This design comes from an exercise in tuning for a short achievable clock period and few clock cycles on the open sky130 flow, not from production work.
The RTL was checked by simulation tests, not by an equivalence proof against the original design.
Power is estimated from default activity; no workload was simulated.

==> build 37: inputs <==
Design single_cycle_rv32i_core, start of the top module:
module single_cycle_rv32i_core(
    input clk,
    input rst,
    output [31:0] instruction_address,
    input [31:0] instruction,
    output mem_write,
    output mem_read,
    output byte_op,
    output half_op,
    output [31:0] mem_address,
    input [31:0] mem_data_from_mem,
    output [31:0] mem_data_to_mem
);
==> flow/config.mk <==
export PLATFORM = sky130hd
export DESIGN_NAME = single_cycle_rv32i_core
export DESIGN_NICKNAME = single_cycle_rv32i_core
export VERILOG_FILES = /design/flow/design.v
export SDC_FILE = /design/flow/constraint.sdc
export NUM_CORES = 4
export LEC_CHECK = 0
export ABC_CLOCK_PERIOD_IN_PS = 1000
export CAP_MARGIN = 20
export CORE_MARGIN = 2
export CORE_UTILIZATION = 25
export PLACE_DENSITY = 0.4
export SLEW_MARGIN = 20
==> flow/constraint.sdc <==
create_clock -name core_clock -period 13.0 [get_ports {clk}]
set_input_delay 2.6000 -clock core_clock [delete_from_list [all_inputs] [get_ports {clk}]]
set_output_delay 2.6000 -clock core_clock [all_outputs]
set_load 0.01 [all_outputs]
standard.sh (not shown) runs the stock make flow with config.mk's settings and CLKGATE_MAP_FILE= SYNTH_SCRIPT=/design/flow/synth_recipe.tcl, a recipe that flattens the netlist after the stock synthesis.
==> flow/flow/run.sh <==
#!/bin/bash
set -euo pipefail
bash standard.sh ADDER_MAP_FILE= synth > synth.log 2>&1
bash standard.sh SETUP_SLACK_MARGIN=9.5 "BUFFER_PORTS_ARGS=-buffer_cell sky130_fd_sc_hd__buf_8" finish > layout.log 2>&1
==> trial 43: changes against build 37 <==
--- a/flow/design.v
+++ b/flow/design.v
@@ -398,31 +398,31 @@
     output [31:0] mem_data_to_mem
 );
     reg  [31:0] pc;
     reg         e_valid;
     reg  [31:0] e_rd1, e_rd2;           
     reg         e_bm1, e_bm2;           
-    reg         e_bw1, e_bw2;           
     reg  [31:0] e_imm;                  
     reg  [20:0] e_off;                  
     reg  [19:0] e_uimm;
     reg         e_use_imm;
     reg  [31:0] e_pc, e_pc4;
     reg  [4:0]  e_rd;
-    reg         e_wr, e_load, e_store, e_br, e_jal, e_jalr, e_pred, e_mis_static;
+    reg         e_wr, e_load, e_store, e_br, e_jal, e_jalr, e_pred, e_mis_static, e_replay;
     reg  [2:0]  e_f3;
     reg         e_add, e_sub, e_sll, e_slt, e_sltu, e_xor, e_sr, e_sra, e_or, e_and;
     reg         e_lui, e_auipc, e_link;
     reg         m_wr, m_load, m_store, m_byte, m_half;
     reg  [4:0]  m_rd;
     reg  [31:0] m_res, m_sdata;
     reg  [2:0]  m_f3;
-    reg  [31:0] w_res;
-    assign mem_address     = m_res;
-    assign mem_read        = m_load;
-    assign mem_write       = m_store;
+    reg  [31:0] o_pc, o_addr;
+    reg         o_read, o_write;
+    assign mem_address     = o_addr;
+    assign mem_read        = o_read;
+    assign mem_write       = o_write;
     assign byte_op         = m_byte;
     assign half_op         = m_half;
     assign mem_data_to_mem = m_sdata;
     reg [31:0] ld_val;
     always @(*) begin
         case (m_f3[1:0])
@@ -439,13 +439,12 @@
                 else          ld_val = {{16{~m_f3[2] & mem_data_from_mem[15]}}, mem_data_from_mem[15:0]};
             end
             default: ld_val = mem_data_from_mem;
         endcase
     end
     wire [31:0] m_result = m_load ? ld_val : m_res;
-    always @(posedge clk) w_res <= m_result;
     reg  [31:1] rvld;
     wire [31:0] rf [1:31];
     genvar gi;
     generate
         for (gi = 1; gi < 32; gi = gi + 1) begin : g_rf
             reg [31:0] r;
@@ -455,19 +454,24 @@
         end
     endgenerate
     always @(posedge clk or posedge rst) begin
         if (rst) rvld <= 31'd0;
         else if (m_wr) rvld <= rvld | (31'd1 << (m_rd - 5'd1));
     end
-    wire [31:0] e_a  = e_bm1 ? m_res : (e_bw1 ? w_res : e_rd1);
-    wire [31:0] e_r2 = e_bm2 ? m_res : (e_bw2 ? w_res : e_rd2);
+    wire [31:0] e_a  = e_bm1 ? m_res : e_rd1;
+    wire [31:0] e_r2 = e_bm2 ? m_res : e_rd2;
     wire [31:0] e_b  = e_use_imm ? e_imm : e_r2;
     wire [31:0] e_sum = e_a + (e_b ^ {32{e_sub}}) + {31'd0, e_sub};
-    wire        e_eq  = (e_a == e_r2);
-    wire        e_ltu_b = (e_a < e_r2);
-    wire        e_lt_b  = ($signed(e_a) < $signed(e_r2));
+    wire eq00 = (e_rd1 == e_rd2), eq10 = (m_res == e_rd2), eq01 = (e_rd1 == m_res);
+    wire lu00 = (e_rd1 < e_rd2),  lu10 = (m_res < e_rd2),  lu01 = (e_rd1 < m_res);
+    wire ls00 = ($signed(e_rd1) < $signed(e_rd2));
+    wire ls10 = ($signed(m_res) < $signed(e_rd2));
+    wire ls01 = ($signed(e_rd1) < $signed(m_res));
+    wire e_eq    = e_bm1 ? (e_bm2 ? 1'b1 : eq10) : (e_bm2 ? eq01 : eq00);
+    wire e_ltu_b = e_bm1 ? (e_bm2 ? 1'b0 : lu10) : (e_bm2 ? lu01 : lu00);
+    wire e_lt_b  = e_bm1 ? (e_bm2 ? 1'b0 : ls10) : (e_bm2 ? ls01 : ls00);
     wire        e_ltu = (e_a < e_b);
     wire        e_lt  = ($signed(e_a) < $signed(e_b));
     wire [31:0] e_shl = e_a << e_b[4:0];
     wire [31:0] e_shr = $signed({e_sra & e_a[31], e_a}) >>> e_b[4:0];
     wire [31:0] e_ttarget = e_pc + {{11{e_off[20]}}, e_off};
     wire [31:0] e_upc = {e_pc[31:12] + e_uimm, e_pc[11:0]};
@@ -482,49 +486,53 @@
         | ({32{e_and}}  & (e_a & e_b))
         | ({32{e_lui}}  & {e_uimm, 12'd0})
         | ({32{e_auipc}} & e_upc)
         | ({32{e_link}} & e_pc4);
     wire e_cond  = e_f3[2] ? (e_f3[1] ? e_ltu_b : e_lt_b) : e_eq;
     wire e_taken = e_br & (e_cond ^ e_f3[0]);
-    wire e_mispredict = e_valid & (e_mis_static | e_jalr |
+    wire e_live = e_valid & ~e_replay;
+    wire e_mispredict = e_valid & (e_replay | e_mis_static | e_jalr |
                                    (e_br & (e_taken ^ e_pred)) |
                                    (e_jal & ~e_pred));
     wire [31:0] e_jt  = e_a + e_imm;
-    wire [31:0] e_target = e_jalr ? {e_jt[31:1], 1'b0} : ((e_taken | e_jal) ? e_ttarget : e_pc4);
+    wire [31:0] e_target = e_replay ? e_pc : e_jalr ? {e_jt[31:1], 1'b0} : ((e_taken | e_jal) ? e_ttarget : e_pc4);
     always @(posedge clk or posedge rst) begin
         if (rst) begin
             m_wr <= 1'b0; m_load <= 1'b0; m_store <= 1'b0;
         end else begin
-            m_wr    <= e_valid & e_wr;
-            m_load  <= e_valid & e_load;
-            m_store <= e_valid & e_store;
+            m_wr    <= e_live & e_wr;
+            m_load  <= e_live & e_load;
+            m_store <= e_live & e_store;
         end
     end
     always @(posedge clk) begin
         m_rd    <= e_rd;
         m_res   <= e_result;
         m_sdata <= e_r2;
         m_f3    <= e_f3;
         m_byte  <= (e_f3[1:0] == 2'b00);
+        o_read  <= ~rst & e_live & e_load;
+        o_write <= ~rst & e_live & e_store;
+        if (e_valid) o_addr <= e_result;
         m_half  <= (e_f3[1:0] == 2'b01);
     end
     reg  [15:0] btb_v;
     reg  [25:0] btb_tag [0:15];
     reg  [29:0] btb_tgt [0:15];
     wire [3:0]  e_bi = e_pc[5:2];
     always @(posedge clk or posedge rst) begin
         if (rst) btb_v <= 16'd0;
-        else if (e_valid & (e_br | e_jal)) btb_v[e_bi] <= e_taken | e_jal;
+        else if (e_live & (e_br | e_jal)) btb_v[e_bi] <= e_taken | e_jal;
     end
     always @(posedge clk) begin
-        if (e_valid & (e_br | e_jal)) begin
+        if (e_live & (e_br | e_jal)) begin
             btb_tag[e_bi] <= e_pc[31:6];
             btb_tgt[e_bi] <= e_ttarget[31:2];
         end
     end
-    assign instruction_address = pc;
+    assign instruction_address = o_pc;
     wire [3:0]  f_bi  = pc[5:2];
     wire        f_hit = btb_v[f_bi] && (btb_tag[f_bi] == pc[31:6]);
     wire [31:0] f_ptarget = {btb_tgt[f_bi], 2'b00};
     wire [31:0] ins = instruction;
     wire [4:0]  opc = ins[6:2];
     wire [4:0]  f_rd  = ins[11:7];
@@ -555,31 +563,34 @@
         rd2 = 32'd0;
         for (k = 1; k < 32; k = k + 1) begin
             rd1 = rd1 | (rf[k] & {32{rvld[k] & (f_rs1 == k)}});
             rd2 = rd2 | (rf[k] & {32{rvld[k] & (f_rs2 == k)}});
         end
     end
-    wire stall = e_valid & e_load & e_wr & ~e_mis_static &
+    wire f_replay = e_valid & e_load & e_wr &
                  ((use_rs1 & (f_rs1 == e_rd)) | (use_rs2 & (f_rs2 == e_rd)));
-    wire [31:0] pc_nostall = e_mispredict ? e_target : (f_hit ? f_ptarget : pc4);
+    wire [31:0] f_next  = f_hit ? f_ptarget : pc4;
+    wire [31:0] br_t    = e_pred ? f_next : e_ttarget;    
+    wire [31:0] br_n    = e_pred ? e_pc4 : f_next;        
+    wire        e_other = e_valid & (e_replay | e_mis_static | e_jalr | (e_jal & ~e_pred));
+    wire [31:0] o_next  = e_other ? (e_replay ? e_pc : e_jalr ? {e_jt[31:1], 1'b0} : e_ttarget) : f_next;
+    wire [31:0] pc_next = (e_live & e_br) ? (e_taken ? br_t : br_n) : o_next;
     always @(posedge clk or posedge rst) begin
         if (rst) pc <= 32'd0;
-        else if (stall) pc <= pc;
-        else pc <= pc_nostall;
+        else pc <= pc_next;
     end
+    always @(posedge clk) o_pc <= rst ? 32'd0 : pc_next;
     always @(posedge clk or posedge rst) begin
         if (rst) e_valid <= 1'b0;
-        else e_valid <= ~(e_mispredict | stall);
+        else e_valid <= ~e_mispredict;
     end
     always @(posedge clk) begin
-        e_rd1     <= rd1;
-        e_rd2     <= rd2;
-        e_bm1     <= e_valid & e_wr & (f_rs1 == e_rd);
-        e_bm2     <= e_valid & e_wr & (f_rs2 == e_rd);
-        e_bw1     <= m_wr & (f_rs1 == m_rd);
-        e_bw2     <= m_wr & (f_rs2 == m_rd);
+        e_rd1     <= (m_wr && f_rs1 == m_rd) ? m_result : rd1;
+        e_rd2     <= (m_wr && f_rs2 == m_rd) ? m_result : rd2;
+        e_bm1     <= e_live & e_wr & (f_rs1 == e_rd);
+        e_bm2     <= e_live & e_wr & (f_rs2 == e_rd);
         e_imm     <= op_store ? s_imm : i_imm;
         e_off     <= op_jal ? j_off : b_off;
         e_uimm    <= ins[31:12];
         e_use_imm <= ~(op_alur | op_br);
         e_pc      <= pc;
         e_pc4     <= pc4;
@@ -588,12 +599,13 @@
         e_load    <= op_load;
         e_store   <= op_store;
         e_br      <= op_br;
         e_jal     <= op_jal;
         e_jalr    <= op_jalr;
         e_pred    <= f_hit;
+        e_replay  <= f_replay;
         e_mis_static <= f_hit & ~(op_br | op_jal | op_jalr);
         e_f3      <= f_f3;
         e_add     <= op_load | op_store | ((op_alui | (op_alur & ~ins[30])) & f_f3 == 3'd0);
         e_sub     <= op_alur & ins[30] & f_f3 == 3'd0;
         e_sll     <= (op_alui | op_alur) & f_f3 == 3'd1;
         e_slt     <= (op_alui | op_alur) & f_f3 == 3'd2;
CORE_UTILIZATION = 35   (was 25)
PLACE_DENSITY = 0.5   (was 0.4)
==> trial 56: changes against build 37 <==
--- a/flow/design.v
+++ b/flow/design.v
@@ -398,31 +398,31 @@
     output [31:0] mem_data_to_mem
 );
     reg  [31:0] pc;
     reg         e_valid;
     reg  [31:0] e_rd1, e_rd2;           
     reg         e_bm1, e_bm2;           
-    reg         e_bw1, e_bw2;           
     reg  [31:0] e_imm;                  
     reg  [20:0] e_off;                  
     reg  [19:0] e_uimm;
     reg         e_use_imm;
     reg  [31:0] e_pc, e_pc4;
     reg  [4:0]  e_rd;
-    reg         e_wr, e_load, e_store, e_br, e_jal, e_jalr, e_pred, e_mis_static;
+    reg         e_wr, e_load, e_store, e_br, e_jal, e_jalr, e_pred, e_mis_static, e_replay;
     reg  [2:0]  e_f3;
     reg         e_add, e_sub, e_sll, e_slt, e_sltu, e_xor, e_sr, e_sra, e_or, e_and;
     reg         e_lui, e_auipc, e_link;
     reg         m_wr, m_load, m_store, m_byte, m_half;
     reg  [4:0]  m_rd;
     reg  [31:0] m_res, m_sdata;
     reg  [2:0]  m_f3;
-    reg  [31:0] w_res;
-    assign mem_address     = m_res;
-    assign mem_read        = m_load;
-    assign mem_write       = m_store;
+    reg  [31:0] o_pc, o_addr;
+    reg         o_read, o_write;
+    assign mem_address     = o_addr;
+    assign mem_read        = o_read;
+    assign mem_write       = o_write;
     assign byte_op         = m_byte;
     assign half_op         = m_half;
     assign mem_data_to_mem = m_sdata;
     reg [31:0] ld_val;
     always @(*) begin
         case (m_f3[1:0])
@@ -439,13 +439,12 @@
                 else          ld_val = {{16{~m_f3[2] & mem_data_from_mem[15]}}, mem_data_from_mem[15:0]};
             end
             default: ld_val = mem_data_from_mem;
         endcase
     end
     wire [31:0] m_result = m_load ? ld_val : m_res;
-    always @(posedge clk) w_res <= m_result;
     reg  [31:1] rvld;
     wire [31:0] rf [1:31];
     genvar gi;
     generate
         for (gi = 1; gi < 32; gi = gi + 1) begin : g_rf
             reg [31:0] r;
@@ -455,19 +454,24 @@
         end
     endgenerate
     always @(posedge clk or posedge rst) begin
         if (rst) rvld <= 31'd0;
         else if (m_wr) rvld <= rvld | (31'd1 << (m_rd - 5'd1));
     end
-    wire [31:0] e_a  = e_bm1 ? m_res : (e_bw1 ? w_res : e_rd1);
-    wire [31:0] e_r2 = e_bm2 ? m_res : (e_bw2 ? w_res : e_rd2);
+    wire [31:0] e_a  = e_bm1 ? m_res : e_rd1;
+    wire [31:0] e_r2 = e_bm2 ? m_res : e_rd2;
     wire [31:0] e_b  = e_use_imm ? e_imm : e_r2;
     wire [31:0] e_sum = e_a + (e_b ^ {32{e_sub}}) + {31'd0, e_sub};
-    wire        e_eq  = (e_a == e_r2);
-    wire        e_ltu_b = (e_a < e_r2);
-    wire        e_lt_b  = ($signed(e_a) < $signed(e_r2));
+    wire eq00 = (e_rd1 == e_rd2), eq10 = (m_res == e_rd2), eq01 = (e_rd1 == m_res);
+    wire lu00 = (e_rd1 < e_rd2),  lu10 = (m_res < e_rd2),  lu01 = (e_rd1 < m_res);
+    wire ls00 = ($signed(e_rd1) < $signed(e_rd2));
+    wire ls10 = ($signed(m_res) < $signed(e_rd2));
+    wire ls01 = ($signed(e_rd1) < $signed(m_res));
+    wire e_eq    = e_bm1 ? (e_bm2 ? 1'b1 : eq10) : (e_bm2 ? eq01 : eq00);
+    wire e_ltu_b = e_bm1 ? (e_bm2 ? 1'b0 : lu10) : (e_bm2 ? lu01 : lu00);
+    wire e_lt_b  = e_bm1 ? (e_bm2 ? 1'b0 : ls10) : (e_bm2 ? ls01 : ls00);
     wire        e_ltu = (e_a < e_b);
     wire        e_lt  = ($signed(e_a) < $signed(e_b));
     wire [31:0] e_shl = e_a << e_b[4:0];
     wire [31:0] e_shr = $signed({e_sra & e_a[31], e_a}) >>> e_b[4:0];
     wire [31:0] e_ttarget = e_pc + {{11{e_off[20]}}, e_off};
     wire [31:0] e_upc = {e_pc[31:12] + e_uimm, e_pc[11:0]};
@@ -482,51 +486,62 @@
         | ({32{e_and}}  & (e_a & e_b))
         | ({32{e_lui}}  & {e_uimm, 12'd0})
         | ({32{e_auipc}} & e_upc)
         | ({32{e_link}} & e_pc4);
     wire e_cond  = e_f3[2] ? (e_f3[1] ? e_ltu_b : e_lt_b) : e_eq;
     wire e_taken = e_br & (e_cond ^ e_f3[0]);
-    wire e_mispredict = e_valid & (e_mis_static | e_jalr |
+    wire e_live = e_valid & ~e_replay;
+    wire e_mispredict = e_valid & (e_replay | e_mis_static | e_jalr |
                                    (e_br & (e_taken ^ e_pred)) |
                                    (e_jal & ~e_pred));
     wire [31:0] e_jt  = e_a + e_imm;
-    wire [31:0] e_target = e_jalr ? {e_jt[31:1], 1'b0} : ((e_taken | e_jal) ? e_ttarget : e_pc4);
+    wire [31:0] e_target = e_replay ? e_pc : e_jalr ? {e_jt[31:1], 1'b0} : ((e_taken | e_jal) ? e_ttarget : e_pc4);
     always @(posedge clk or posedge rst) begin
         if (rst) begin
             m_wr <= 1'b0; m_load <= 1'b0; m_store <= 1'b0;
         end else begin
-            m_wr    <= e_valid & e_wr;
-            m_load  <= e_valid & e_load;
-            m_store <= e_valid & e_store;
+            m_wr    <= e_live & e_wr;
+            m_load  <= e_live & e_load;
+            m_store <= e_live & e_store;
         end
     end
     always @(posedge clk) begin
         m_rd    <= e_rd;
         m_res   <= e_result;
         m_sdata <= e_r2;
         m_f3    <= e_f3;
         m_byte  <= (e_f3[1:0] == 2'b00);
+        o_read  <= ~rst & e_live & e_load;
+        o_write <= ~rst & e_live & e_store;
+        o_addr  <= e_jt;             
         m_half  <= (e_f3[1:0] == 2'b01);
     end
     reg  [15:0] btb_v;
     reg  [25:0] btb_tag [0:15];
     reg  [29:0] btb_tgt [0:15];
     wire [3:0]  e_bi = e_pc[5:2];
     always @(posedge clk or posedge rst) begin
         if (rst) btb_v <= 16'd0;
-        else if (e_valid & (e_br | e_jal)) btb_v[e_bi] <= e_taken | e_jal;
+        else if (e_live & (e_br | e_jal)) btb_v[e_bi] <= e_taken | e_jal;
     end
     always @(posedge clk) begin
-        if (e_valid & (e_br | e_jal)) begin
+        if (e_live & (e_br | e_jal)) begin
             btb_tag[e_bi] <= e_pc[31:6];
             btb_tgt[e_bi] <= e_ttarget[31:2];
         end
     end
-    assign instruction_address = pc;
+    assign instruction_address = o_pc;
     wire [3:0]  f_bi  = pc[5:2];
-    wire        f_hit = btb_v[f_bi] && (btb_tag[f_bi] == pc[31:6]);
+    wire [15:0] f_match;
+    genvar bi;
+    generate
+        for (bi = 0; bi < 16; bi = bi + 1) begin : g_btb
+            assign f_match[bi] = btb_v[bi] & (f_bi == bi) & (btb_tag[bi] == pc[31:6]);
+        end
+    endgenerate
+    wire        f_hit = |f_match;
     wire [31:0] f_ptarget = {btb_tgt[f_bi], 2'b00};
     wire [31:0] ins = instruction;
     wire [4:0]  opc = ins[6:2];
     wire [4:0]  f_rd  = ins[11:7];
     wire [4:0]  f_rs1 = ins[19:15];
     wire [4:0]  f_rs2 = ins[24:20];
@@ -555,31 +570,34 @@
         rd2 = 32'd0;
         for (k = 1; k < 32; k = k + 1) begin
             rd1 = rd1 | (rf[k] & {32{rvld[k] & (f_rs1 == k)}});
             rd2 = rd2 | (rf[k] & {32{rvld[k] & (f_rs2 == k)}});
         end
     end
-    wire stall = e_valid & e_load & e_wr & ~e_mis_static &
+    wire f_replay = e_valid & e_load & e_wr &
                  ((use_rs1 & (f_rs1 == e_rd)) | (use_rs2 & (f_rs2 == e_rd)));
-    wire [31:0] pc_nostall = e_mispredict ? e_target : (f_hit ? f_ptarget : pc4);
+    wire [31:0] f_next  = f_hit ? f_ptarget : pc4;
+    wire [31:0] br_t    = e_pred ? f_next : e_ttarget;    
+    wire [31:0] br_n    = e_pred ? e_pc4 : f_next;        
+    wire        e_other = e_valid & (e_replay | e_mis_static | e_jalr | (e_jal & ~e_pred));
+    wire [31:0] o_next  = e_other ? (e_replay ? e_pc : e_jalr ? {e_jt[31:1], 1'b0} : e_ttarget) : f_next;
+    wire [31:0] pc_next = (e_live & e_br) ? (e_taken ? br_t : br_n) : o_next;
     always @(posedge clk or posedge rst) begin
         if (rst) pc <= 32'd0;
-        else if (stall) pc <= pc;
-        else pc <= pc_nostall;
+        else pc <= pc_next;
     end
+    always @(posedge clk) o_pc <= rst ? 32'd0 : pc_next;
     always @(posedge clk or posedge rst) begin
         if (rst) e_valid <= 1'b0;
-        else e_valid <= ~(e_mispredict | stall);
+        else e_valid <= ~e_mispredict;
     end
     always @(posedge clk) begin
-        e_rd1     <= rd1;
-        e_rd2     <= rd2;
-        e_bm1     <= e_valid & e_wr & (f_rs1 == e_rd);
-        e_bm2     <= e_valid & e_wr & (f_rs2 == e_rd);
-        e_bw1     <= m_wr & (f_rs1 == m_rd);
-        e_bw2     <= m_wr & (f_rs2 == m_rd);
+        e_rd1     <= (m_wr && f_rs1 == m_rd) ? m_result : rd1;
+        e_rd2     <= (m_wr && f_rs2 == m_rd) ? m_result : rd2;
+        e_bm1     <= e_live & e_wr & (f_rs1 == e_rd);
+        e_bm2     <= e_live & e_wr & (f_rs2 == e_rd);
         e_imm     <= op_store ? s_imm : i_imm;
         e_off     <= op_jal ? j_off : b_off;
         e_uimm    <= ins[31:12];
         e_use_imm <= ~(op_alur | op_br);
         e_pc      <= pc;
         e_pc4     <= pc4;
@@ -588,12 +606,13 @@
         e_load    <= op_load;
         e_store   <= op_store;
         e_br      <= op_br;
         e_jal     <= op_jal;
         e_jalr    <= op_jalr;
         e_pred    <= f_hit;
+        e_replay  <= f_replay;
         e_mis_static <= f_hit & ~(op_br | op_jal | op_jalr);
         e_f3      <= f_f3;
         e_add     <= op_load | op_store | ((op_alui | (op_alur & ~ins[30])) & f_f3 == 3'd0);
         e_sub     <= op_alur & ins[30] & f_f3 == 3'd0;
         e_sll     <= (op_alui | op_alur) & f_f3 == 3'd1;
         e_slt     <= (op_alui | op_alur) & f_f3 == 3'd2;
CORE_UTILIZATION = 35   (was 25)
PLACE_DENSITY = 0.5   (was 0.4)
==> comparison table <==
metric	trial 43	trial 56	build 37
Outcome	no timing/DRC/antenna violations	no timing/DRC/antenna violations	no timing/DRC/antenna violations
FILL cells	25,800	26,200	39,500
Share of the final layout cell area in multi-input gates	31.9%	33.1%	30.0%
WL met1	197,000 um	206,000 um	223,000 um
Synthesized-area fraction occupied by and/or/nand/nor cells	8.35%	9.11%	8.06%
Slew HR	12.8%	13.7%	1.95%
Transition time at the pin with the least slew margin	1.31 ns	1.30 ns	1.47 ns
Number of post-CTS setup repair buffers	625	605	613
Synthesized-area fraction occupied by adder cells	0.795%	0.654%	0.516%
PnR Total Power	24.8 mW	25.5 mW	23.9 mW
Total number of H-tree levels	5	5	4
Post-detailed-route wirelength per cell	42.9 um	42.1 um	42.6 um
Reg-to-Reg End	o_pc[5]	m_res[30]	m_res[27]
Slack of the worst reg-to-reg path	8.64 ns	8.82 ns	8.16 ns
Testbench counts of build 37, summed over its fixed seeds: cycles 126,408.
Testbench counts of trial 43, summed over its fixed seeds: cycles 127,234.
Testbench counts of trial 56, summed over its fixed seeds: cycles 127,234.

re-timing with driven ports:
The flow's constraints put no driver on any port. The routed layouts listed below were extracted and timed again, unchanged, in two steps. Step 1 sets driving cells, clkbuf_16 on the clock port and buf_2 on the other inputs (assumed; they add their load-dependent delay and slew). Step 2, shift: input delay + t, output delay - t, t = (earliest + latest rising clock arrival at the registers) / 2. This alone moves slack from input paths to output paths. Slacks: ideal / step 1 / step 2; pairs: ideal / step 1.
| run | t, ns | slack for setup (ns) | worst hold slack (ns) |
|---|---|---|---|
| build 37 | 1.032 | 8.162 / 8.162 / 7.583 | 0.400 / 0.400 / 0.400 |
| trial 43 | 0.996 | 8.640 / 8.640 / 7.772 | 0.383 / 0.383 / 0.383 |
| trial 56 | 1.024 | 8.338 / 8.365 / 7.342 | 0.388 / 0.388 / 0.388 |
After both steps every run listed still meets setup and hold. The setup slack of trial 56, which loses most, moves by +0.027 ns with the drivers and by -0.996 ns with both steps.
